Background: an optimization exercise with open tools, aiming at small area, a short achievable clock period and few clock cycles. Do not read the settings as production practice.
Only simulation tests tie the RTL to the original design; equivalence was not proved.
Power figures rest on the tool's default switching activity, not on a simulated workload.

// cpu
module cpu (
    input clk,
    input reset,
    output [31:0] iaddr,
    input [31:0] idata,
    output [31:0] daddr,
    input [31:0] drdata,
    output [31:0] dwdata,
    output [3:0] dwe
);
    reg  [31:0] pc_f;                  
    reg  [31:0] a_e, b_e;              
    reg  [11:0] x_e;                   
    reg  [4:0]  rd_e;
    reg  [2:0]  f3_e;
    reg  [3:0]  be_e;                  
    reg         wen_e;                 
    reg         cin_e, sra_e;        
    reg         clr;                 
    reg         go_e;                
    reg         jalr_e, br_e;
    reg         c12_e, s12_e;        
    reg         eq_e, lt_e, ltu_e;   
    reg         o_add, o_sll, o_slt, o_sltu, o_xor, o_sr, o_or, o_and;    
    reg         r_b;                                     
    reg  [3:0]  r_l;                                     
    reg         r_m0, r_m1;                              
    reg         r_w;                                     
    reg  [3:0]  r_sb;                                    
    reg  [3:0]  r_sh;                                    
    wire [19:0] a_inc, a_dec;
    incdec20 _incdec (.a(a_e[31:12]), .inc(a_inc), .dec(a_dec));
    wire        d_inc = c12_e & ~s12_e;
    wire        d_dec = ~c12_e & s12_e;
    reg         cond;
    always @(*) begin
        case (f3_e)
            3'b000:  cond = eq_e;
            3'b001:  cond = ~eq_e;
  ...
Settings: LEC_CHECK=0, CAP_MARGIN=20, CORE_MARGIN=2, CORE_UTILIZATION=45, CTS_CLUSTER_DIAMETER=100, CTS_CLUSTER_SIZE=30, PLACE_DENSITY=0.6, SETUP_SLACK_MARGIN=5, SLEW_MARGIN=20, SYNTH_HIERARCHICAL=1, SYNTH_MINIMUM_KEEP_SIZE=0, TNS_END_PERCENT=5; clock period 10.5 ns.
standard.sh (not shown) runs the stock make flow with config.mk's settings and CLKGATE_MAP_FILE= SYNTH_SCRIPT=/design/flow/synth_recipe.tcl, a recipe that flattens the netlist after the stock synthesis.
==> flow/flow/run.sh <==
#!/bin/bash
# The standard layout (the standard.sh: standard synthesis, floorplan,
# placement, CTS, routing), with two changes to how it is made:
#  - the port buffers are buf_4 cells instead of the default delay-cell
#    buffers, which the timing repair cannot resize;
#  - the timing repair aims for a setup margin of 5.8 ns.
# The clock, the constraints and the synthesis are the standard flow's own.
set -euo pipefail
bash standard.sh SETUP_SLACK_MARGIN=5.8 "BUFFER_PORTS_ARGS=-buffer_cell sky130_fd_sc_hd__buf_4" finish > standard_flow.log 2>&1
The baseline completed without violations.
Testbench counts at the start, summed over its fixed seeds: cycles 115,251.
==> next run, changes <==
- CORE_UTILIZATION: 45 -> 62
- PLACE_DENSITY: 0.6 -> 0.8
What happened: The new run ran to the end with no violations; sequential power hardly moves; worst setup slack loses 0.030 ns; power hardly moves; die area decreases by a quarter to a third.
==> next run, changes <==
- CTS_CLUSTER_DIAMETER: 100 -> unset
- CTS_CLUSTER_SIZE: 30 -> unset
Effect: Power climbs by about 20%; count of clock-buffer cells in the layout climbs by 80; routed wire length is higher by about 1.4%; fmax decreases by 1.8%; die area does not change; cell count is higher by 2.0%; hold slack loses 0.016 ns; register-to-register slack improved by 0.03 ns; synthesized cell count is unchanged; design area rose by about 3.7%.

========
## oak
cpu, a different RTL version from the one above (not shown whole).
Size: about 5000 cells after synthesis, about 170 I/O pins, about 60000 sq um of cells after synthesis.
clock: 10.5 ns
lec_check: 0
cap_margin: 20
core_margin: 2
core_utilization: 45
cts_cluster_diameter: 70
cts_cluster_size: 25
place_density: 0.6
setup_slack_margin: 5
slew_margin: 20
synth_hierarchical: 1
synth_minimum_keep_size: 0
tns_end_percent: 5
Scripts as last shown in full above: flow/flow/run.sh
Testbench counts of oak, summed over its fixed seeds: cycles 115,251.
The following lists how pine was set up differently from oak:
- swapping 25 for 30 in CTS_CLUSTER_SIZE
- swapping 70 for 80 in CTS_CLUSTER_DIAMETER
Results
- Having completed the whole flow, oak delivered a layout that passed the timing, design-rule and antenna checks.
- pine reached the end of the flow, and the finished layout is clean on the timing, design-rule and antenna checks.
- Of oak and pine, pine shows the higher total of plain and repair buffers excluding clock buffers, with oak below it.
- pine vs. oak: cell area fell 340 sq um; post-synthesis register bit count stayed essentially flat; antenna cell count about even.
- From pine to oak, count of antenna-violating nets left after detailed routing did not move at all.
- pine against oak: data required time of the critical path shows an increase of 0.03 ns; count of filler cells inserted in the layout did not really move; proportion of synthesized chip area in sequential cells was more or less identical; later-pin clock latency in the skew report closely matched the old numbers; hold slack picked up an extra 0.025 ns.
- Diff oak and pine: clock network fraction of design power higher in oak
What birch does differently from pine at the input level:
- swapping 80 for 100 in CTS_CLUSTER_DIAMETER
Results
Taking pine as the reference, in birch sequential share of layout area essentially unchanged; cell area neither gained nor lost much; total power of the final layout shows a reduction of about 2%; peak clock frequency supported by timing grew by 0.88%. birch vs pine: routed length on met2 up in birch. [birch] clock buffer count from CTS fell 6 relative to pine. birch ended with less switching power total than pine. On birch: worst hold slack after final layout is 0.013 ns higher than what pine gave.

========
Another version of the RTL of cpu (not shown whole).
For scale: roughly 1100 flip-flops, roughly 170 I/O pins.
Settings: LEC_CHECK=0, CAP_MARGIN=20, CORE_MARGIN=2, CORE_UTILIZATION=45, CTS_CLUSTER_DIAMETER=100, CTS_CLUSTER_SIZE=30, PLACE_DENSITY=0.6, SETUP_SLACK_MARGIN=5, SLEW_MARGIN=20, SYNTH_HIERARCHICAL=1, SYNTH_MINIMUM_KEEP_SIZE=0, TNS_END_PERCENT=5; clock period 10.5 ns.
Scripts as last shown in full above: flow/flow/run.sh
Testbench counts at the start, summed over its fixed seeds: cycles 115,251.
Edit:
Settings changed: CTS_CLUSTER_DIAMETER 100 to 80.
What happened: Setup slack got worse by 110 ps; final cell count barely changes; clock-buffer cell count rises by 5; synthesized area is unchanged; total power rises by a few percent; global-route usage falls by 0.37 points.

[separate check: timing with driven ports]
No port has a modelled driver above. Below, the same layouts with a new extraction and two added sets of constraints. Step 1 (the two cells are an assumption about what drives the block):
set clk [get_ports {clk}]
set_driving_cell -lib_cell sky130_fd_sc_hd__clkbuf_16 $clk
set_driving_cell -lib_cell sky130_fd_sc_hd__buf_2 [delete_from_list [all_inputs] $clk]
Step 2 moves the port delays by t, midway between the first and last clock arrival at a register: inputs arrive t later, outputs are due t later. That takes back most of the time a late clock gives input paths. Three values: ideal, step 1, step 2; two values: the first two.
| run | t, ns | slack for setup (ns) | worst register clock-pin slew, ns | cell pins on the clock port's net |
|---|---|---|---|---|
| the first run of note 1 | 0.784 | 5.160 / 5.160 / 4.441 | 0.12 / 0.12 | 1 |
| the second run of note 1 | 0.758 | 5.131 / 5.141 / 4.413 | 0.12 / 0.12 | 1 |
| the third run of note 1 | 0.805 | 5.030 / 5.065 / 4.260 | 0.08 / 0.08 | 1 |
| oak | 0.795 | 5.115 / 5.177 / 4.383 | 0.10 / 0.10 | 1 |
| pine | 0.795 | 5.222 / 5.250 / 4.484 | 0.12 / 0.12 | 1 |
| birch | 0.777 | 5.269 / 5.264 / 4.534 | 0.12 / 0.12 | 1 |
| the first run of note 3 | 0.788 | 5.336 / 5.143 / 4.354 | 0.12 / 0.12 | 1 |
| the second run of note 3 | 0.812 | 5.227 / 5.153 / 4.341 | 0.12 / 0.12 | 1 |
After both steps setup and hold are still met in every run listed. The setup slack of the first run of note 3, which loses most, moves by -0.193 ns with the drivers and by -0.982 ns with both steps.
